From an optimization exercise on the open Yosys and OpenROAD flow, aimed at small area and a short achievable clock period; shortcuts taken in it are not production practice.
In this exercise RTL edits were held to simulation tests only and were not proved equivalent to the original.
No run shown here takes its clock network from TritonCTS; it comes from the design's own scripts or RTL.
The flow treats the clock pin as an ideal source. Dropping or thinning the clock tree relies on that and would not hold on a real chip.
Power figures rest on the tool's default switching activity, not on a simulated workload.

### flow/constraint.sdc
create_clock -name core_clock -period 8.0 [get_ports {clk}]
set_input_delay 1.6000 -clock core_clock [delete_from_list [all_inputs] [get_ports {clk}]]
set_output_delay 1.6000 -clock core_clock [all_outputs]
set_load 0.01 [all_outputs]
### flow/design.v
`default_nettype none
`default_nettype none
module fifo #(
    parameter WIDTH    = 16,
    parameter HEAD_REG = 1
)
(
    input   wire                clk,
    input   wire                rst,
    input   wire                re,
    input   wire                we,
    input   wire [WIDTH-1:0]    dataIn,
    output  wire [WIDTH-1:0]    dataOut,
    output  reg                 full_flag,
    output  reg                 almost_full,
    output  reg                 empty_flag,
    output  reg                 almost_empty
);
    reg [6:0] front;
    reg [6:0] back;
    reg [6:0] fill;         
    reg [6:0] front_p2;     
    reg [WIDTH-1:0] buffer [63:0];
    always @(posedge clk)
        if (we)
            buffer[back[5:0]] <= dataIn;
    always @(posedge clk) begin
        if (rst) begin
            front    <= 7'd0;
            back     <= 7'd0;
            fill     <= 7'd0;
            front_p2 <= 7'd2;
        end else begin
            if (re) begin
                front    <= front + 7'd1;
                front_p2 <= front_p2 + 7'd1;
            end
            if (we)
                back <= back + 7'd1;
            if (we && !re)
                fill <= fill + 7'd1;
            else if (re && !we)
                fill <= fill - 7'd1;
        end
    end
    wire fill_0   = fill == 7'd0;
    wire fill_1   = fill == 7'd1;
    wire fill_127 = fill == 7'd127;
    wire fill_63  = fill == 7'd63;
    wire fill_64  = fill == 7'd64;
    wire fill_65  = fill == 7'd65;
    wire ae_0     = front_p2 >= back;                       
    wire ae_1     = back == 7'd127 || front_p2 > back;      
    always @(posedge clk) begin
        empty_flag   <= rst || (re ? (we ? fill_0  : fill_1)  : (we ? fill_127 : fill_0));
        full_flag    <= !rst && (re ? (we ? fill_64 : fill_65) : (we ? fill_63  : fill_64));
        almost_full  <= fill == 7'd62 || fill_63 || fill_64;
        almost_empty <= rst || (we ? ae_1 : ae_0);
    end
    localparam [5:0] RA0 = HEAD_REG ? 6'd1 : 6'd0;
    reg [7:0] r_ra_lo;
    reg [7:0] r_ra_hi;
    always @(posedge clk) begin
        if (rst) begin
            r_ra_lo <= 8'd1 << RA0[2:0];
            r_ra_hi <= 8'd1 << RA0[5:3];
        end else if (re) begin
            r_ra_lo <= {r_ra_lo[6:0], r_ra_lo[7]};
            if (r_ra_lo[7])
                r_ra_hi <= {r_ra_hi[6:0], r_ra_hi[7]};
        end
    end
    reg [WIDTH-1:0] w_read;
    integer i;
    always @(*) begin
        w_read = {WIDTH{1'b0}};
        for (i = 0; i < 64; i = i + 1)
            w_read = w_read | (buffer[i] & {WIDTH{r_ra_lo[i % 8] & r_ra_hi[i / 8]}});
    end
    generate
        if (HEAD_REG) begin : g_head
            reg  [WIDTH-1:0] r_head;
            wire bypass0 = we && fill[5:0] == 6'd0;    
            wire bypass1 = we && fill[5:0] == 6'd1;    
            wire [WIDTH-1:0] w_head_re  = bypass1 ? dataIn : w_read;
            wire [WIDTH-1:0] w_head_nre = bypass0 ? dataIn : r_head;
            always @(posedge clk)
                r_head <= re ? w_head_re : w_head_nre;
            assign dataOut = r_head;
        end else begin : g_comb
            assign dataOut = w_read;
        end
    endgenerate
endmodule
`default_nettype none
`default_nettype none
module uart_rx (
    input   wire                            clk,
    input   wire                            ce,
    input   wire                            uart_rxpin,
    output  reg  [15:0]                     dataout,
    output  reg                             uart_rx_ready,
    output  wire                            uart_rx_busy,
    input   wire                            rst,
    input   wire [25-1:0]   settings
);
    localparam IDLE = 0, START = 1, READ = 2, PARITY = 3, STOP = 4;
    reg [4:0]   r_rx_state;
    reg         r_rx_state_changed;
    reg [14:0]  r_sample_clk_rst_value;
    reg         r_sample_buffer;
    reg [25-1:0] r_current_settings;
    reg [15:0]  r_data_frame;
    reg [4:0]   r_rx_bit_number;
    reg         r_rx_bit_number_I2;
    reg [1:0]   r_sync;
    reg [14:0]  r_bit_counter;
    reg         r_bit_ce;
    reg [14:0]  r_sample_counter;
    reg         r_sample_ce;
    reg [3:0]   r_goto_next_state;
    reg [2:0]   r_goto_idle_state;
    wire [14:0] delay_frames = r_current_settings[14:0];
    wire        stopbits     = r_current_settings[15];
    wire [1:0]  parity       = r_current_settings[17:16];
    wire [3:0]  databits     = r_current_settings[21:18];
    wire w_idle         = r_rx_state[IDLE];
    wire w_rx_pin_syn   = r_sync[0];
    wire w_sample_value = r_sample_buffer;
    assign uart_rx_busy = !w_idle;
    always @(posedge clk)
        r_sync <= {uart_rxpin, r_sync[1]};
    wire w_bit_trigger    = r_bit_counter == delay_frames;
    wire w_sample_trigger = r_sample_counter == r_sample_clk_rst_value;
    always @(posedge clk) begin
        if (w_idle) begin
            r_bit_counter    <= 15'd1;
            r_bit_ce         <= 1'b0;
            r_sample_counter <= 15'd1;
            r_sample_ce      <= 1'b0;
        end else begin
            r_bit_counter    <= (ce && w_bit_trigger) ? 15'd1 : r_bit_counter + {14'd0, ce};
            r_bit_ce         <= ce && w_bit_trigger;
            r_sample_counter <= (ce && w_sample_trigger) ? 15'd1 : r_sample_counter + {14'd0, ce};
            r_sample_ce      <= ce && w_sample_trigger;
        end
    end
    always @(posedge clk)
        r_sample_clk_rst_value <= {1'b0, delay_frames[14:1]};
    always @(posedge clk)
        if (r_sample_ce)
            r_sample_buffer <= w_rx_pin_syn;
    wire w_bit_number_eq = r_rx_bit_number == {1'b0, databits};
    always @(posedge clk) begin
        if (w_idle)
            r_current_settings <= settings;
        else if (r_rx_state_changed) begin
            if (r_rx_state[PARITY])
                r_current_settings[21:18] <= {3'd0, parity != 2'b00};
            if (r_rx_state[STOP])
                r_current_settings[21:18] <= stopbits ? 4'd2 : 4'd1;
        end
    end
    wire [3:0] w_goto_next_state = { w_idle && ce && !w_rx_pin_syn,
                                     r_rx_state[START] && r_bit_ce && !w_sample_value,
                                     r_rx_state[READ] && w_bit_number_eq,
                                     r_rx_state[PARITY] && (r_bit_ce || parity == 2'b00) };
    wire [2:0] w_goto_idle_state = { r_rx_state[START] && r_bit_ce && w_sample_value,
                                     r_rx_state[STOP] && ce,
                                     rst };
    always @(posedge clk) begin
        r_rx_state_changed <= 1'b0;
        if (r_rx_state_changed) begin
            r_goto_next_state <= 4'd0;
            r_goto_idle_state <= 3'd0;
        end else begin
            r_goto_next_state <= w_goto_next_state;
            r_goto_idle_state <= w_goto_idle_state;
            if (|r_goto_idle_state) begin
                r_rx_state         <= 5'd1;
                r_rx_state_changed <= 1'b1;
            end else if (|r_goto_next_state) begin
                r_rx_state         <= r_rx_state << 1;
                r_rx_state_changed <= 1'b1;
            end
        end
    end
    always @(posedge clk) begin
        if (w_idle)
            r_data_frame <= 16'd0;
        else if (r_rx_state[READ] && r_bit_ce)
            r_data_frame <= r_data_frame | ({15'd0, w_sample_value} << r_rx_bit_number[3:0]);
    end
    always @(posedge clk) begin
        r_rx_bit_number    <= r_rx_bit_number + {4'd0, r_rx_bit_number_I2};
        r_rx_bit_number_I2 <= 1'b0;
        if (r_rx_state_changed)
            r_rx_bit_number <= 5'd0;
        else if (r_bit_ce)
            r_rx_bit_number_I2 <= 1'b1;
    end
    always @(posedge clk)
        uart_rx_ready <= r_rx_state[STOP] && ce;
    always @(posedge clk) begin
        if (rst)
            dataout <= 16'd0;
        else if (r_rx_state[STOP] && ce)
            dataout <= r_data_frame;
    end
endmodule
`default_nettype none
`default_nettype none
module uart_tx (
    input   wire                            clk,
    input   wire                            ce,
    input   wire                            rst,
    input   wire [15:0]                     datain,
    input   wire                            send_tx,
    input   wire [25-1:0]   settings,
    output  wire                            uart_tx_ready,
    output  wire                            uart_txpin
);
    reg [1:0]   r_tx_state;
    reg         r_tx_state_changed;
    reg [1:0]   r_tx_pin;
    reg [15:0]  r_tx_data;
    reg [25-1:0] r_current_settings;
    reg [4:0]   r_tx_bit_number;
    reg         r_tx_bit_number_I2;
    reg         r_parity;
    reg [2:0]   r_goto_next_state;
    reg         r_goto_idle_state;
    reg [14:0]  r_counter;
    reg         r_bit_ce;
    wire [14:0] delay_frames = r_current_settings[14:0];
    wire        stopbits     = r_current_settings[15];
    wire [1:0]  parity       = r_current_settings[17:16];
    wire [3:0]  databits     = r_current_settings[21:18];
    wire w_idle  = r_tx_state == 2'd0;
    wire w_start = w_idle && send_tx;
    assign uart_tx_ready = w_idle && !rst;
    assign uart_txpin    = r_tx_pin[1];
    wire [16:0] w_mux_in = {r_tx_data, 1'b0};
    wire w_next_tx_data = (r_tx_bit_number <= 5'd16) ? w_mux_in[r_tx_bit_number] : 1'b0;
    reg  w_next_tx_pin;
    always @(*) begin
        case (r_tx_state)
            2'd1:    w_next_tx_pin = w_next_tx_data;
            2'd2:    w_next_tx_pin = r_parity;
            default: w_next_tx_pin = 1'b1;
        endcase
    end
    wire w_bit_number_eq = r_tx_bit_number == {1'b0, databits};
    wire w_trigger = r_counter == delay_frames;
    always @(posedge clk) begin
        if (w_idle) begin
            r_counter <= 15'd1;
            r_bit_ce  <= 1'b0;
        end else begin
            r_counter <= (ce && w_trigger) ? 15'd1 : r_counter + {14'd0, ce};
            r_bit_ce  <= ce && w_trigger;
        end
    end
    wire [2:0] w_goto_next_state = { w_start,
                                     r_bit_ce && w_bit_number_eq,
                                     r_tx_state == 2'd2 && parity == 2'b00 };
    always @(posedge clk) begin
        r_tx_state_changed <= 1'b0;
        r_goto_next_state  <= w_goto_next_state;
        r_goto_idle_state  <= rst;
        if (|r_goto_next_state) begin
            r_tx_state         <= r_tx_state + 1'b1;
            r_tx_state_changed <= 1'b1;
            r_goto_next_state  <= 3'd0;
            r_goto_idle_state  <= 1'b0;
        end
        if (r_goto_idle_state)
            r_tx_state <= 2'd0;
    end
    always @(posedge clk) begin
        r_tx_bit_number_I2 <= r_bit_ce;
        r_tx_bit_number    <= r_tx_bit_number + {4'd0, r_tx_bit_number_I2};
        if (w_idle || r_tx_state_changed)
            r_tx_bit_number <= 5'd0;
    end
    always @(posedge clk) begin
        if (rst)
            r_tx_data <= 16'd0;
        else if (w_start)
            r_tx_data <= datain;
    end
    always @(posedge clk) begin
        if (rst)
            r_tx_pin <= 2'b11;
        else begin
            r_tx_pin[1] <= r_tx_pin[0];
            if (ce)
                r_tx_pin[0] <= w_next_tx_pin;
        end
    end
    always @(posedge clk) begin
        if (w_start)
            r_parity <= parity == 2'b01;
        else if (r_tx_state == 2'd1 && r_bit_ce && w_next_tx_pin)
            r_parity <= ~r_parity;
    end
    always @(posedge clk) begin
        if (w_idle)
            r_current_settings <= settings;
        case (r_tx_state)
            2'd2: r_current_settings[21:18] <= 4'd1;
            2'd3: r_current_settings[21:18] <= {3'd0, stopbits};
            default: ;
        endcase
    end
endmodule
`default_nettype none
`default_nettype none
module uart
#(
    parameter   COUNTER_WIDTH   = 15,
    parameter   DATA_WIDTH      = 16,
    parameter   RX_BUF_SIZE     = 64,
    parameter   TX_BUF_SIZE     = 64,
    parameter   RX_CONFIG_INIT  = {   1'b0, 
                                            2'b00,    
                                            4'd8,
                                            2'b00,      
                                            1'b0,       
                                            15'd2604 },
    parameter   TX_CONFIG_INIT  = {   1'b0, 
                                            2'b00,    
                                            4'd8,
                                            2'b00,      
                                            1'b0,       
                                            15'd2604 },
    parameter   LATENCY         = 0
)
(
    input   wire                        clk,
    input   wire                        ce,
    input   wire                        rst,
    input   wire                        rx_pin,
    output  wire                        tx_pin,
    output  wire    [DATA_WIDTH - 1:0]  rx_data,
    input   wire                        rx_read,
    output  wire                        rx_empty,
    output  wire                        rx_almost_empty,
    output  wire                        rx_full,
    output  wire                        rx_almost_full,
    input   wire    [DATA_WIDTH - 1:0]  tx_data,
    input   wire                        tx_write,
    output  wire                        tx_empty,
    output  wire                        tx_almost_empty,
    output  wire                        tx_full,
    output  wire                        tx_almost_full,
    input   wire [25-1:0] config_value,
    input   wire                        tx_config_valid,
    input   wire                        rx_config_valid
);
    reg [25-1:0] tx_config;
    reg [25-1:0] rx_config;
    always @(posedge clk) begin
        if (rst) begin
            tx_config <= TX_CONFIG_INIT;
            rx_config <= RX_CONFIG_INIT;
        end else begin
            if (tx_config_valid)
                tx_config <= config_value;
            if (rx_config_valid)
                rx_config <= config_value;
        end
    end
    wire [15:0] uart_rx_dataOut;
    wire        uart_rx_ready;
    wire        uart_rx_busy;
    uart_rx rx (
        .clk(           clk ),
        .ce(            ce ),
        .uart_rxpin(    rx_pin ),
        .dataout(       uart_rx_dataOut ),
        .uart_rx_ready( uart_rx_ready ),
        .uart_rx_busy(  uart_rx_busy ),
        .rst(           rst ),
        .settings(      rx_config )
    );
    fifo #( .WIDTH(16), .HEAD_REG(1) ) rxBuffer (
        .clk(           clk ),
        .rst(           rst ),
        .re(            rx_read ),
        .we(            uart_rx_ready ),
        .dataIn(        uart_rx_dataOut ),
        .dataOut(       rx_data ),
        .full_flag(     rx_full ),
        .almost_full(   rx_almost_full ),
        .empty_flag(    rx_empty ),
        .almost_empty(  rx_almost_empty )
    );
    wire        uart_tx_txReady;
    reg         send_tx;
    wire [15:0] w_uart_tx_dataIn;
    uart_tx tx (
        .clk(           clk ),
        .ce(            ce ),
        .rst(           rst ),
        .datain(        w_uart_tx_dataIn ),
        .send_tx(       send_tx ),
        .settings(      tx_config ),
        .uart_tx_ready( uart_tx_txReady ),
        .uart_txpin(    tx_pin )
    );
    fifo #( .WIDTH(16), .HEAD_REG(0) ) txBuffer (
        .clk(           clk ),
        .rst(           rst ),
        .re(            send_tx ),
        .we(            tx_write ),
        .dataIn(        tx_data ),
        .dataOut(       w_uart_tx_dataIn ),
        .full_flag(     tx_full ),
        .almost_full(   tx_almost_full ),
        .empty_flag(    tx_empty ),
        .almost_empty(  tx_almost_empty )
    );
    reg [2:0] r_tx_empty;
    reg       r_tx_ready;
    reg       r_tx_lockout;
    reg [1:0] r_tx_lockout_wait;
    always @(posedge clk) begin
        r_tx_empty <= {tx_empty, r_tx_empty[2:1]};
        r_tx_ready <= uart_tx_txReady;
        send_tx    <= 1'b0;
        if (tx_config[24] == 1'b1 && uart_rx_busy) begin
            r_tx_lockout      <= 1'b1;
            r_tx_lockout_wait <= 2'd0;
        end else if (ce) begin
            r_tx_lockout_wait <= r_tx_lockout_wait - 1'b1;
            if (r_tx_lockout_wait == 2'd0)
                r_tx_lockout <= 1'b0;
        end
        if (r_tx_ready && !r_tx_empty[0] && ce && !r_tx_lockout) begin
            send_tx      <= 1'b1;
            r_tx_lockout <= 1'b1;
        end
        if (rst) begin
            send_tx           <= 1'b0;
            r_tx_lockout      <= 1'b0;
            r_tx_lockout_wait <= 2'd0;
        end
    end
endmodule
### flow/config.mk
export PLATFORM = sky130hd
export DESIGN_NAME = uart
export DESIGN_NICKNAME = uart
export VERILOG_FILES = /design/flow/design.v
export SDC_FILE = /design/flow/constraint.sdc
export NUM_CORES = 4
export LEC_CHECK = 0
export CAP_MARGIN = 20
export CORE_MARGIN = 2
export CORE_UTILIZATION = 45
export SETUP_SLACK_MARGIN = 5
export SLEW_MARGIN = 20
### flow/flow/run.sh
#!/bin/bash
# Layout flow: the standard flow (standard.sh), with the clock tree built
# by flow/mycts.tcl in place of TritonCTS. mycts.tcl is sourced by ORFS's
# cts.tcl through the PRE_CTS_TCL hook; it replaces only the clock tree
# construction (clock port -> 4 region roots -> leaf buffers -> registers),
# and cts.tcl then legalises and repairs timing as usual.
set -e
here=$(pwd)
export PRE_CTS_TCL=$here/flow/mycts.tcl
export MYCTS_CLOCK_PORT=clk
export MYCTS_NROOT=4
export MYCTS_LEAF_MAX=${MYCTS_LEAF_MAX:-24}
export MYCTS_LEAF_CELL=${MYCTS_LEAF_CELL:-sky130_fd_sc_hd__clkbuf_16}
export MYCTS_NMID=${MYCTS_NMID:-4}
bash standard.sh finish > $here/standard_flow.log 2>&1
### flow/standard.sh
#!/bin/bash
# synth_recipe.tcl (not shown) runs the flow's synth.tcl, then flattens the netlist and writes it again
# the make line also repeats each setting of config.mk as NAME=value (left out here)
make -C /OpenROAD-flow-scripts/flow DESIGN_CONFIG=/design/flow/config.mk WORK_HOME=/design/flow/orfs CLKGATE_MAP_FILE= SYNTH_SCRIPT=/design/flow/synth_recipe.tcl "${@:-finish}"
### flow/flow/mycts.tcl
# Clock tree built by hand in place of TritonCTS: the clock port drives
# NROOT root buffers (one per region), each root drives the leaf buffers of
# its region, each leaf buffer drives a cluster of at most LEAF_MAX sinks.
# Sourced as PRE_CTS_TCL: it replaces clock_tree_synthesis, and the rest of
# ORFS's cts.tcl (legalisation, timing repair) runs as usual.

proc mycts_split {items depth maxn} {
  # items: list of {x y payload}; recursive bisection at the median of the
  # wider coordinate until each group has at most maxn items
  if {[llength $items] <= $maxn} { return [list $items] }
  set xs {}; set ys {}
  foreach it $items { lappend xs [lindex $it 0]; lappend ys [lindex $it 1] }
  set xs [lsort -integer $xs]; set ys [lsort -integer $ys]
  set dx [expr {[lindex $xs end] - [lindex $xs 0]}]
  set dy [expr {[lindex $ys end] - [lindex $ys 0]}]
  set k [expr {$dx >= $dy ? 0 : 1}]
  set sorted [lsort -integer -index $k $items]
  set h [expr {[llength $sorted] / 2}]
  set a [lrange $sorted 0 [expr {$h - 1}]]
  set b [lrange $sorted $h end]
  return [concat [mycts_split $a [expr {$depth + 1}] $maxn] [mycts_split $b [expr {$depth + 1}] $maxn]]
}

proc mycts_centroid {items} {
  set sx 0; set sy 0
  foreach it $items { set sx [expr {$sx + [lindex $it 0]}]; set sy [expr {$sy + [lindex $it 1]}] }
  set n [llength $items]
  return [list [expr {$sx / $n}] [expr {$sy / $n}]]
}

proc mycts_place {inst xy} {
  set block [ord::get_db_block]
  set core [$block getCoreArea]
  set m [$inst getMaster]
  set w [$m getWidth]; set h [$m getHeight]
  set x [expr {[lindex $xy 0] - $w / 2}]
  set y [expr {[lindex $xy 1] - $h / 2}]
  set x [expr {max([$core xMin], min($x, [$core xMax] - $w))}]
  set y [expr {max([$core yMin], min($y, [$core yMax] - $h))}]
  $inst setLocation $x $y
  $inst setPlacementStatus PLACED
}

proc mycts_build {} {
  set leaf_max  [expr {[info exists ::env(MYCTS_LEAF_MAX)]  ? $::env(MYCTS_LEAF_MAX)  : 24}]
  set nroot     [expr {[info exists ::env(MYCTS_NROOT)]     ? $::env(MYCTS_NROOT)     : 4}]
  set leaf_cell [expr {[info exists ::env(MYCTS_LEAF_CELL)] ? $::env(MYCTS_LEAF_CELL) : "sky130_fd_sc_hd__clkbuf_8"}]
  set root_cell [expr {[info exists ::env(MYCTS_ROOT_CELL)] ? $::env(MYCTS_ROOT_CELL) : "sky130_fd_sc_hd__clkbuf_16"}]
  set db [ord::get_db]
  set block [ord::get_db_block]
  set clk_name [expr {[info exists ::env(MYCTS_CLOCK_PORT)] ? $::env(MYCTS_CLOCK_PORT) : "clk"}]
  set clk_net [$block findNet $clk_name]
  set leaf_master [$db findMaster $leaf_cell]
  set root_master [$db findMaster $root_cell]

  # sinks: every instance pin on the clock net
  set sinks {}
  foreach it [$clk_net getITerms] {
    set bb [[$it getInst] getBBox]
    lappend sinks [list [expr {([$bb xMin] + [$bb xMax]) / 2}] [expr {([$bb yMin] + [$bb yMax]) / 2}] $it]
  }
  puts "mycts: [llength $sinks] sinks"

  # leaf clusters
  set clusters [mycts_split $sinks 0 $leaf_max]
  set leaves {}
  set i 0
  foreach cl $clusters {
    set xy [mycts_centroid $cl]
    set inst [odb::dbInst_create $block $leaf_master "clkbuf_leaf_${i}_clk"]
    mycts_place $inst $xy
    set net [odb::dbNet_create $block "clknet_leaf_${i}_clk"]
    $net setSigType CLOCK
    foreach s $cl {
      set it [lindex $s 2]
      $it disconnect
      $it connect $net
    }
    [$inst findITerm X] connect $net
    lappend leaves [list [lindex $xy 0] [lindex $xy 1] $inst]
    incr i
  }
  puts "mycts: [llength $leaves] leaf buffers"

  # optional middle level: groups of leaves, each driven by a mid buffer
  set nmid [expr {[info exists ::env(MYCTS_NMID)] ? $::env(MYCTS_NMID) : 0}]
  set mid_cell [expr {[info exists ::env(MYCTS_MID_CELL)] ? $::env(MYCTS_MID_CELL) : "sky130_fd_sc_hd__clkbuf_16"}]
  if {$nmid > 0} {
    set mid_master [$db findMaster $mid_cell]
    set per_mid [expr {int(ceil(double([llength $leaves]) / ($nmid * $nroot)))}]
    set mgroups [mycts_split $leaves 0 $per_mid]
    set mids {}
    set k 0
    foreach g $mgroups {
      set xy [mycts_centroid $g]
      set inst [odb::dbInst_create $block $mid_master "clkbuf_mid_${k}_clk"]
      mycts_place $inst $xy
      set net [odb::dbNet_create $block "clknet_mid_${k}_clk"]
      $net setSigType CLOCK
      foreach l $g { [[lindex $l 2] findITerm A] connect $net }
      [$inst findITerm X] connect $net
      lappend mids [list [lindex $xy 0] [lindex $xy 1] $inst]
      incr k
    }
    puts "mycts: [llength $mids] mid buffers"
    set leaves $mids
  }

  # root groups
  set per_root [expr {int(ceil(double([llength $leaves]) / $nroot))}]
  set groups [mycts_split $leaves 0 $per_root]
  set j 0
  foreach g $groups {
    set xy [mycts_centroid $g]
    set inst [odb::dbInst_create $block $root_master "clkbuf_root_${j}_clk"]
    mycts_place $inst $xy
    set net [odb::dbNet_create $block "clknet_root_${j}_clk"]
    $net setSigType CLOCK
    foreach l $g { [[lindex $l 2] findITerm A] connect $net }
    [$inst findITerm X] connect $net
    [$inst findITerm A] connect $clk_net
    incr j
  }
  puts "mycts: [llength $groups] root buffers"
  $clk_net setSigType CLOCK
  global_connect
}

rename clock_tree_synthesis mycts_orig_clock_tree_synthesis
proc clock_tree_synthesis {args} {
  mycts_build
  set_propagated_clock [all_clocks]
}
==> run_results.csv, run 1 <==
group,metric,value,unit
outcome,status,"no timing/DRC/antenna violations",
logic_synthesis,synth_seq_cells,2392,
setup_path,critPathMaxFanout,29,
pwr,p_int,17400,uW
pwr,leakagePower,0.0308,uW
setup_path,r2r-end,"tx.r_tx_data[5]",
setup_path,arrival,3.49,ns
worst_hold_path,holdPathStages,0,
layout,final_common_cell,"edfxtp_1",
sta,fin_tns_setup,0,ns
logic_synthesis,synth.avg_cell_area,15.7,um^2
grt,grt_pass1_wl,421,mm
placement,place_congestion,0.878,
pwr,p_sw,4730,uW
layout,layout_common_cells,"edfxtp_1, a22oi_1, nand3_1, nor2_1, a21oi_1",
floorplan,num_rows,163,
clocking,insertion_delay,0.60,ns
sta,fin_ws,4.95,ns
layout,area.sequential,69200,um^2
sta,fmax,328,MHz
layout,synthToLayoutAreaGrowth,12.2,%
routing,drtIter0Drc,10300,
grt,grt_start_max_net_pins,92,
setup_path,r2r_setup_slack,4.95,ns
routing,drc_errors,0,
floorplan,io_pins,74,
worst_hold_path,hp-class,"reg2reg",
pwr,comb_power_share,0.046,
sta,fin_crit_sh,0.381,
layout,final_cells,8484,
routing,routed_wl,308,mm
pwr,finalPower,22100,uW
setup_path,rr_startpoint,"txBuffer.r_ra_hi[2]",
routing,via_per_inst,6.76,
worst_hold_path,hp-start,"r_tx_empty[2]",
sta,setup_viol,0,
sta,hold_violations,0,
floorplan,initial_core_util,0.453,
pwr,swShare,0.214,
logic_synthesis,synthCells,5697,
pwr,p_seq_frac,0.630,
setup_path,worst_setup_path_start_kind,"flip-flop",
layout,multiInputGateArea,19500,um^2
routing,drtAntennaViolNets,0,
routing,dr_total_vias,57300,
layout,fill_cells,16200,
sta,slew_headroom,0.163,
setup_path,critical_path_class,"reg2reg",
logic_synthesis,ys.flop_type,"edfxtp_1",
floorplan,dieHeight,449,um
logic_synthesis,synth_enable_flop_cells,2115,
grt,antenna_found_initial,12,
pwr,clockPowerShare,0.324,
logic_synthesis,ys_seq_area_frac,0.773,
logic_synthesis,yosysUniqueCellTypes,71,
placement,portBuffers,71,
layout,final_nets,5935,
floorplan,dieWidth,449,um
clocking,clkTransAtPathRegs,0.09,ns
logic_synthesis,synthArstFlopShare,0,
setup_path,crit_required,8.44,ns
sta,finClkSkew,0.0273,ns
placement,hpwl,172,mm
logic_synthesis,yosysWarningCount,5,
setup_path,ff2ff_path_depth,7,
sta,rsz0062_at_grt,"true",
logic_synthesis,synth_area,89300,um^2
grt,grt_overflow,0,
placement,place_ws,3.52,ns
setup_path,endpoint_kind,"flip-flop",
pwr,vdd_drop_max,0.000156,V
logic_synthesis,synthesis.nets,5792,
sta,worst_slew_pin_slew,1.25,ns
pwr,powerDensity,221,nW/um^2
job,max_cap_violations,0,
floorplan,core_area,197000,um^2
routing,wl_per_cell,36.4,um
routing,drt_first_pass_iters,7,
worst_hold_path,min_delay_worst_endpoint,"r_tx_empty[1]",
placement,dp_cells,8203,
layout,drive_above_1_share,0.123,
grt,grt_pass1_vias,52900,
sta,drv_slew,0,
grt,track_usage,0.293,
floorplan,die_area,202000,um^2
sta,min_period,3.05,ns
-- critical path, stage by stage, from the launching register on --
cell,delay [ns]
dfxtp_4,0.34
buf_4,0.31
buf_4,0.40
a222oi_1,0.52
o22ai_1,0.28
or3_1,0.43
nor4_2,0.42
a311oi_1,0.16
-- cell type report --
class,count,area share
antenna,6,0.000150
buffer,148,0.0370
inverter,70,0.00285
multi-input combinational,2857,0.194
sequential,2392,0.691
tap,2640,0.0330
timing repair buffer,371,0.0417
-- registers in the layout (all words and copies together) (netlist names), 16 cells and up --
register	flops
rxBuffer.g_head.r_head	16
rx_config	22
rx.r_current_settings	22
rx.dataout	16
rx.r_data_frame	16
tx_config	23
rxBuffer.buffer	1024
tx.r_current_settings	22
tx.r_tx_data	16
txBuffer.buffer	1024
-- kinds of logic (layout without fill, tap and decap cells) --
kind of cell	count (synthesis)	in the layout	synth area share
multiplexers	71	71	0.00855
AO/OA/AOI/OAI	1390	1390	0.113
flip-flops	2392	2392	0.773
adder cells (fa/ha/maj)	46	46	0.00645
buffers and inverters	448	589	0.0207
XOR/XNOR	128	128	0.0126
AND/OR/NAND/NOR	1222	1222	0.0649
other	0	6	0
-- power by group through the flow --
stage / Combinational (uW) / Clock [uW] / Sequential, uW
after floorplan: 576 / 0 / 14100
after global placement: 967 / 0 / 14200
after detailed placement: 982 / 0 / 14200
after CTS: 1000 / 7210 / 13900
after global routing: 1100 / 7600 / 13900
final: 1020 / 7170 / 13900
-- metal layers --
layer	vias up	global-route usage	share of wire
li1	22900	-	-
met1	29200	0.405	0.37
met2	4378	0.444	0.44
met3	821	0.0632	0.13
met4	10	0.136	0.060
met5	-	0	0.00019
-- repair_timing --
action	in CTS	in global routing
endpoints found under the setup margin	1932	854
pin swaps	60	19
setup buffers	98	24
hold buffers	0	0
resized for setup	140	35
gates cloned	2	1
-- worst max-delay path by stage --
stage	start	to	slack (ns)	depth (start not counted)
after floorplan	tx_write	txBuffer.buffer[17][0]	4.79	4
after global placement	rx_read	rxBuffer.g_head.r_head[5]	3.54	8
after detailed placement	rx_read	rxBuffer.g_head.r_head[5]	3.52	8
after CTS	rxBuffer.r_ra_lo[7]	rxBuffer.g_head.r_head[5]	4.86	8
after global routing	rx.uart_rx_ready	rxBuffer.buffer[54][4]	4.92	4
final	txBuffer.r_ra_hi[2]	tx.r_tx_data[5]	4.95	7
-- stage by stage --
stage / instance area, um^2 / hold slack, ns / util
2_1_floorplan: 89700 / 0.310 / -
3_3_place_gp: 93900 / 0.318 / 0.476
3_5_place_dp: 93900 / 0.318 / 0.476
4_1_cts: 99500 / 0.339 / 0.505
5_1_grt: 100000 / 0.348 / 0.508
6_report: 100000 / 0.337 / 0.508
-- cells in the mapped netlist (12+ instances only) --
| master | instances | area, um^2 |
|---|---|---|
| o22a_1 | 12 | 105 |
| nor3_1 | 60 | 300 |
| edfxtp_1 | 2115 | 63500 |
| xor2_1 | 52 | 455 |
| buf_2 | 120 | 601 |
| buf_1 | 105 | 394 |
| and2_1 | 17 | 106 |
| nand3_1 | 327 | 1640 |
| inv_1 | 51 | 191 |
| clkbuf_1 | 151 | 567 |
| o2111ai_1 | 17 | 149 |
| a22oi_1 | 584 | 4380 |
| o211ai_1 | 16 | 120 |
| nand4_1 | 82 | 513 |
| mux2i_1 | 65 | 651 |
| ha_1 | 46 | 576 |
| o21ai_0 | 55 | 275 |
| o221ai_1 | 14 | 123 |
| a31oi_1 | 34 | 213 |
| a32oi_1 | 25 | 219 |
| nor2_1 | 389 | 1460 |
| o22ai_1 | 109 | 682 |
| or4_1 | 15 | 113 |
| or3_1 | 14 | 87.6 |
| a221oi_1 | 21 | 184 |
| xnor2_1 | 76 | 666 |
| nand2_1 | 188 | 706 |
| nor4_1 | 51 | 319 |
| a21oi_1 | 238 | 1190 |
| nor2b_1 | 17 | 106 |
| clkinv_1 | 18 | 67.6 |
| dfxtp_1 | 277 | 5550 |
| and3_1 | 28 | 175 |
| a22o_1 | 87 | 762 |
| a222oi_1 | 121 | 1210 |
==> run 2, diff against run 1 <==
--- a/flow/design.v
+++ b/flow/design.v
@@ -81,11 +81,13 @@
         if (HEAD_REG) begin : g_head
             reg  [WIDTH-1:0] r_head;
+            reg  [WIDTH-1:0] r_head_out;
             wire bypass0 = we && fill[5:0] == 6'd0;    
             wire bypass1 = we && fill[5:0] == 6'd1;    
-            wire [WIDTH-1:0] w_head_re  = bypass1 ? dataIn : w_read;
-            wire [WIDTH-1:0] w_head_nre = bypass0 ? dataIn : r_head;
-            always @(posedge clk)
-                r_head <= re ? w_head_re : w_head_nre;
-            assign dataOut = r_head;
+            wire [WIDTH-1:0] w_head_re = bypass1 ? dataIn : w_read;
+            always @(posedge clk) begin
+                r_head     <= re ? w_head_re : (bypass0 ? dataIn : r_head_out);
+                r_head_out <= re ? w_head_re : (bypass0 ? dataIn : r_head);
+            end
+            assign dataOut = r_head_out;
         end else begin : g_comb
             assign dataOut = w_read;
--- a/flow/flow/run.sh
+++ b/flow/flow/run.sh
@@ -5,6 +5,8 @@
 # construction (clock port -> 4 region roots -> leaf buffers -> registers),
 # and cts.tcl then legalises and repairs timing as usual.
+# Timing repair aims for 5.3 ns of setup slack at the 8 ns clock.
 set -e
 here=$(pwd)
+export SETUP_SLACK_MARGIN=5.3
 export PRE_CTS_TCL=$here/flow/mycts.tcl
 export MYCTS_CLOCK_PORT=clk
--- a/flow/config.mk
+++ b/flow/config.mk
@@ -9,4 +9,3 @@
 export CORE_MARGIN = 2
 export CORE_UTILIZATION = 45
-export SETUP_SLACK_MARGIN = 5
 export SLEW_MARGIN = 20
==> run 2 against run 1 <==
Effect of this change:
- register-to-register slack improved by 0.24 ns
- critical path type unchanged
- power rose by 1.5%
- final cell count rose by 2.5%
- sequential power barely moved
- critical path depth fell by 1
- still clean
- via count rose by 3.1%
- setup slack improved by 0.24 ns
- synthesized cell count rose by 1.7%
- clock power barely moved
- die area rose by 0.89%
- area after synthesis rose by 0.90%
==> run_results.csv, run 2 <==
group,metric,value,unit
floorplan,num_rows,164,
logic_synthesis,yosys.area_share.adder,0.00625,
pwr,leakagePower,0.0318,uW
routing,drtIter0Drc,10200,
setup_path,crit_required,8.48,ns
placement,portBuffers,71,
logic_synthesis,ys.flop_type,"edfxtp_1",
sta,fin_crit_sh,0.351,
logic_synthesis,synth_xor_area_frac,0.0124,
logic_synthesis,ys_top_cells_by_count,"edfxtp_1, a22oi_1, nor2_1",
setup_path,worst_setup_path_start_kind,"flip-flop",
layout,final_nets,6131,
layout,multiInputGateArea,20500,um^2
sta,finClkSkew,0.0461,ns
grt,grt_start_max_net_pins,96,
sta,hold_violations,0,
setup_path,endpoint_kind,"flip-flop",
routing,drc_errors,0,
setup_path,critical_path_class,"reg2reg",
logic_synthesis,synth-compound-area-share,0.121,
logic_synthesis,synthArstFlopShare,0,
logic_synthesis,yosysWarningCount,5,
routing,drt_first_pass_iters,9,
sta,fmax,356,MHz
sta,fin_tns_setup,0,ns
routing,dr_total_vias,59100,
setup_path,crit_chain,"inv_1 > buf_4 > o22ai_1 > nor4_1 > nand4_1 > o211a_1",
setup_path,max_stage_delay,0.88,ns
logic_synthesis,yosysTopAreaCell,"edfxtp_1",
logic_synthesis,yosysMostFrequentCell,"edfxtp_1",
placement,place_ws,3.26,ns
setup_path,cp_slowest_cell,"nor4_1",
logic_synthesis,synth.avg_cell_area,15.5,um^2
logic_synthesis,synth_enable_flop_cells,2099,
pwr,powerDensity,217,nW/um^2
logic_synthesis,synth.area.mux_share,0.00711,
layout,area.sequential,69400,um^2
floorplan,die_area,204000,um^2
grt,grt_pass1_vias,54600,
logic_synthesis,netlist.area_leader.share,0.700,
sta,setup_viol,0,
sta,worst_slew_pin_slew,1.07,ns
sta,slew_headroom,0.287,
logic_synthesis,synth_seq_cells,2408,
logic_synthesis,synthSimpleGateAreaFrac,0.0637,
layout,layout_common_cells,"edfxtp_1, a22oi_1, nand3_1, a21oi_1, dfxtp_1",
worst_hold_path,hp-class,"reg2reg",
logic_synthesis,synth_top_family_by_area,"compound AO/OA/AOI/OAI gates",
sta,min_period,2.81,ns
sta,rsz0062_at_grt,"true",
clocking,clkTransAtPathRegs,0.08,ns
setup_path,critPathMaxFanout,16,
floorplan,core_area,199000,um^2
routing,routed_wl,323,mm
pwr,p_seq_frac,0.624,
routing,via_per_inst,6.80,
floorplan,dieWidth,451,um
floorplan,dieHeight,451,um
pwr,swShare,0.217,
sta,fin_ws,5.19,ns
pwr,p_sw,4870,uW
pwr,vdd_drop_max,0.000235,V
clocking,insertion_delay,0.61,ns
pwr,p_int,17600,uW
pwr,clockPowerShare,0.320,
layout,drive_above_1_share,0.150,
job,max_cap_violations,0,
grt,grt_overflow,0,
floorplan,io_pins,74,
grt,grt_pass1_wl,438,mm
logic_synthesis,yosysUniqueCellTypes,70,
logic_synthesis,synthesis.nets,5890,
logic_synthesis,synth_area,90100,um^2
routing,drtAntennaViolNets,0,
placement,hpwl,167,mm
pwr,comb_power_share,0.055,
logic_synthesis,synth_area_leaders,"edfxtp_1, dfxtp_1, a22oi_1",
grt,antenna_found_initial,8,
layout,final_common_cell,"edfxtp_1",
layout,synthToLayoutAreaGrowth,14.8,%
logic_synthesis,synthCells,5796,
outcome,status,"no timing/DRC/antenna violations",
grt,track_usage,0.304,
placement,place_congestion,0.866,
logic_synthesis,ys_seq_area_frac,0.768,
sta,drv_slew,0,
routing,wl_per_cell,37.2,um
setup_path,arrival,3.28,ns
layout,fill_cells,16100,
floorplan,initial_core_util,0.452,
[run 2: area by class of cell]
cell class                 instances  share of cell area
sequential                      2408               0.671
timing repair buffer             478              0.0603
multi-input combinational       2930               0.198
antenna                            3           0.0000726
inverter                          71             0.00306
buffer                           148              0.0358
tap                             2656              0.0321
[run 2: kinds of logic after synthesis]
family,count (synthesis)
adder cells (fa/ha/maj),45
flip-flops,2408
AO/OA/AOI/OAI,1489
XOR/XNOR,128
buffers and inverters,458
AND/OR/NAND/NOR,1209
multiplexers,59
[run 2: worst paths after layout]
check,startpoint,endpoint,slack [ns],depth (start not counted)
hold reg to reg,r_tx_empty[2],r_tx_empty[1],0.34,0
hold / removal,r_tx_empty[2],r_tx_empty[1],0.34,0
setup reg to reg,rxBuffer.r_ra_hi[2],rxBuffer.g_head.r_head_out[0],5.19,6
setup / recovery,rxBuffer.r_ra_hi[2],rxBuffer.g_head.r_head_out[0],5.19,6
[run 2: critical path, delay by kind of cell (launching register included)]
kind,cells,cell delay [ns]
AND/OR/NAND/NOR,2,1.27
flip-flops,1,0.48
buffers and inverters,2,0.48
AO/OA/AOI/OAI,2,0.39
[run 2: per-stage QoR]
step	area [um^2]	power [uW]	hold WS, ns	util	std cells
5_1_grt	103000	23000	0.346	0.519	8691
6_report	103000	22400	0.337	0.519	8694
3_3_place_gp	94700	15400	0.311	0.475	8263
3_5_place_dp	94800	15400	0.322	0.476	8267
2_1_floorplan	90800	14900	0.310	-	5796
4_1_cts	103000	22400	0.335	0.515	8651
[run 2: per-layer routing]
layer  up-vias  track usage  wire, um
met5         -            0        54
met4         8        0.160     22300
met3       978       0.0645     42200
met2      4687        0.471    145000
met1     29900        0.405    114000
li1      23500            -         -
[run 2: repair_timing]
item,CTS,global route
cloned,6,4
hold buffers,0,0
setup endpoints to repair,1879,369
buffers inserted,230,35
pin swaps,113,17
gates resized for setup,292,57
[run 2: power groups by stage]
stage	Combinational [uW]	Clock, uW	Sequential [uW]
after floorplan	682	0	14200
after global routing	1330	7620	14000
after global placement	1120	0	14300
after CTS	1200	7200	14000
after detailed placement	1140	0	14300
final	1240	7180	14000
==> run 3, diff against run 2 <==
--- a/flow/flow/run.sh
+++ b/flow/flow/run.sh
@@ -5,8 +5,8 @@
 # construction (clock port -> 4 region roots -> leaf buffers -> registers),
 # and cts.tcl then legalises and repairs timing as usual.
-# Timing repair aims for 5.3 ns of setup slack at the 8 ns clock.
+# Timing repair aims for 5.4 ns of setup slack at the 8 ns clock.
 set -e
 here=$(pwd)
-export SETUP_SLACK_MARGIN=5.3
+export SETUP_SLACK_MARGIN=5.4
 export PRE_CTS_TCL=$here/flow/mycts.tcl
 export MYCTS_CLOCK_PORT=clk
==> run 3 against run 2 <==
Effect of this change:
- worst hold slack got worse by 0.0066 ns
- power increased by 0.44%
- clock power about the same
- critical endpoint is now rx_data[1]
==> run_results.csv, run 3 <==
group,metric,value,unit
outcome,status,"no timing/DRC/antenna violations",
routing,routed_wl,327,mm
floorplan,io_pins,74,
sta,rsz0062_at_grt,"true",
logic_synthesis,synth-compound-area-share,0.121,
setup_path,r2r_setup_slack,5.32,ns
sta,drv_slew,0,
setup_path,cp_top_family,"flip-flops",
floorplan,num_rows,164,
routing,drtAntennaViolNets,0,
sta,fin_crit_sh,0.350,
worst_hold_path,holdPathStages,0,
logic_synthesis,yosysUniqueCellTypes,70,
sta,finClkSkew,0.0383,ns
routing,drt_first_pass_iters,7,
pwr,p_int,17600,uW
logic_synthesis,synth.area.mux_share,0.00711,
pwr,leakagePower,0.0325,uW
pwr,powerDensity,215,nW/um^2
floorplan,dieWidth,451,um
floorplan,dieHeight,451,um
placement,hpwl,169,mm
setup_path,crit_chain,"buf_6",
logic_synthesis,synthArstFlopShare,0,
floorplan,core_area,199000,um^2
routing,drc_errors,0,
logic_synthesis,netlist.area_leader.share,0.700,
sta,fin_tns_setup,0,ns
setup_path,ff2ff_path_depth,8,
setup_path,cp_slowest_cell,"dfxtp_4",
setup_path,max_stage_delay,0.47,ns
worst_hold_path,hp-start,"r_tx_empty[2]",
layout,drive_above_1_share,0.169,
clocking,insertion_delay,0.60,ns
pwr,vdd_drop_max,0.000182,V
floorplan,initial_core_util,0.452,
grt,grt_overflow,0,
grt,antenna_found_initial,6,
layout,final_area,105000,um^2
logic_synthesis,synth_area_leaders,"edfxtp_1, dfxtp_1, a22oi_1",
sta,fmax,357,MHz
pwr,swShare,0.219,
logic_synthesis,ys_top_cells_by_count,"edfxtp_1, a22oi_1, nor2_1",
logic_synthesis,synth_seq_cells,2408,
clocking,clkTransAtPathRegs,0.08,ns
setup_path,worst-path-buf-inv,1,
layout,final_nets,6206,
setup_path,critPathMaxFanout,2,
sta,setup_viol,0,
setup_path,rr_startpoint,"rxBuffer.r_ra_hi[6]",
pwr,comb_power_share,0.057,
logic_synthesis,yosysMostFrequentCell,"edfxtp_1",
logic_synthesis,ys_seq_area_frac,0.768,
layout,synthToLayoutAreaGrowth,16.4,%
logic_synthesis,synthSimpleGateAreaFrac,0.0637,
logic_synthesis,yosys.area_share.adder,0.00625,
setup_path,r2r-end,"rxBuffer.g_head.r_head_out[6]",
clocking,cts_hold_buffers,0,
logic_synthesis,ys.flop_type,"edfxtp_1",
logic_synthesis,synth_enable_flop_cells,2099,
routing,via_per_inst,6.76,
placement,place_congestion,0.919,
logic_synthesis,synth_area,90100,um^2
setup_path,arrival,1.20,ns
job,max_cap_violations,0,
routing,drtIter0Drc,10800,
sta,worst_slew_pin_slew,1.19,ns
logic_synthesis,synth_xor_area_frac,0.0124,
placement,place_ws,3.19,ns
logic_synthesis,synthesis.nets,5890,
grt,grt_pass1_vias,54600,
grt,grt_pass1_wl,437,mm
routing,wl_per_cell,37.3,um
setup_path,crit_required,6.40,ns
placement,portBuffers,71,
logic_synthesis,synthCells,5796,
grt,grt_start_max_net_pins,90,
worst_hold_path,min_delay_worst_endpoint,"r_tx_empty[1]",
pwr,p_sw,4920,uW
layout,final_common_cell,"edfxtp_1",
sta,slew_headroom,0.208,
sta,fin_ws,5.20,ns
worst_hold_path,hp-class,"reg2reg",
setup_path,endpoint_kind,"output pin",
logic_synthesis,yosysTopAreaCell,"edfxtp_1",
routing,dr_total_vias,59200,
layout,layout_common_cells,"edfxtp_1, a22oi_1, nand3_1, buf_4, a21oi_1",
grt,track_usage,0.303,
setup_path,worst_setup_path_start_kind,"flip-flop",
pwr,p_seq_frac,0.624,
sta,hold_violations,0,
logic_synthesis,synth.avg_cell_area,15.5,um^2
placement,dpl_cell_area,94800,um^2
sta,whs,0.331,ns
sta,min_period,2.80,ns
logic_synthesis,yosysWarningCount,5,
setup_path,critical_path_class,"reg2out",
floorplan,die_area,204000,um^2
pwr,clockPowerShare,0.320,
logic_synthesis,synth_top_family_by_area,"compound AO/OA/AOI/OAI gates",
-- run 3: cell counts after synthesis --
Identical to the previous run, type by type.
-- run 3: layout make-up --
cell class                 instances  area (um^2)
sequential                      2408        69400
timing repair buffer             552         7240
buffer                           148         3700
tap                             2656         3320
inverter                          71          330
antenna                            1         2.50
multi-input combinational       2931        20800
fill                           15900        94600
-- run 3: how the worst max path moves through the flow --
stage | startpoint | to | slack (ns) | depth (start not counted)
CTS | rxBuffer.g_head.r_head_out[1] | rx_data[1] | 5.20 | 1
finish | rxBuffer.g_head.r_head_out[1] | rx_data[1] | 5.20 | 1
global placement | tx_write | txBuffer.buffer[17][4] | 3.26 | 4
detailed placement | tx_write | txBuffer.buffer[17][14] | 3.19 | 4
floorplan | tx_write | txBuffer.buffer[17][0] | 4.81 | 4
global route | rxBuffer.g_head.r_head_out[1] | rx_data[1] | 5.20 | 1
-- run 3: metal layers --
metal | wire length, um | track usage | up-vias
li1 | - | - | 23600
met1 | 115000 | 0.397 | 30000
met2 | 147000 | 0.475 | 4647
met3 | 42900 | 0.0680 | 990
met4 | 22600 | 0.158 | 10
met5 | 64 | 0 | -
-- run 3: logic make-up after synthesis --
| logic type | after synthesis |
|---|---|
| compound gates | 1489 |
| xor+xnor | 128 |
| fa+ha+maj | 45 |
| simple gates | 1209 |
| mux | 59 |
| flops | 2408 |
| buf+inv | 458 |
-- run 3: metrics by stage --
| stage | total power [uW] | cells | util |
|---|---|---|---|
| floorplan | 14900 | 5796 | - |
| global placement | 15400 | 8279 | 0.475 |
| detailed placement | 15400 | 8279 | 0.476 |
| CTS | 22500 | 8674 | 0.518 |
| global route | 23100 | 8766 | 0.526 |
| finish | 22500 | 8767 | 0.526 |
-- run 3: power by group through the flow --
stage / combinational, uW / clock, uW / sequential, uW
6_report: 1280 / 7200 / 14000
5_1_grt: 1360 / 7630 / 14100
4_1_cts: 1210 / 7210 / 14000
3_5_place_dp: 1120 / 0 / 14300
3_3_place_gp: 1100 / 0 / 14300
2_1_floorplan: 694 / 0 / 14200
-- run 3: repair_timing --
item / in CTS / in global routing
pin swaps: 121 / 33
setup endpoints to repair: 2138 / 432
setup buffers: 239 / 80
gates cloned: 8 / 11
resized for setup: 396 / 97
endpoints found under the hold margin: 0 / 0

==> separate check: timing with driven ports <==
Ports are ideal in the flow. The routed layouts listed here were re-timed in OpenROAD.
Step 1: set_driving_cell puts a clkbuf_16 on clk and a buf_2 on each other input, an assumption about the parent block.
Step 2 times the ports against the registers' clock, not the clock port: input delays grow and output delays shrink by t, the midpoint of the rising clock arrivals with the driver on.
Three values: ideal, step 1, step 2; two values: the first two.
| run | shift t [ns] | slack for setup (ns) | clock arrival spread, ns | worst register clock-pin slew, ns |
|---|---|---|---|---|
| run 1 | 0.772 | 4.953 / 4.856 / 4.422 | 0.033 / 0.033 | 0.09 / 0.09 |
| run 2 | 0.784 | 5.193 / 5.106 / 4.600 | 0.050 / 0.050 | 0.09 / 0.09 |
| run 3 | 0.782 | 5.199 / 5.000 / 4.680 | 0.042 / 0.042 | 0.09 / 0.09 |
After both steps setup and hold are still met in every run listed. For run 2, which loses most, drivers alone change the setup slack by -0.087 ns; drivers and shift together by -0.593 ns.
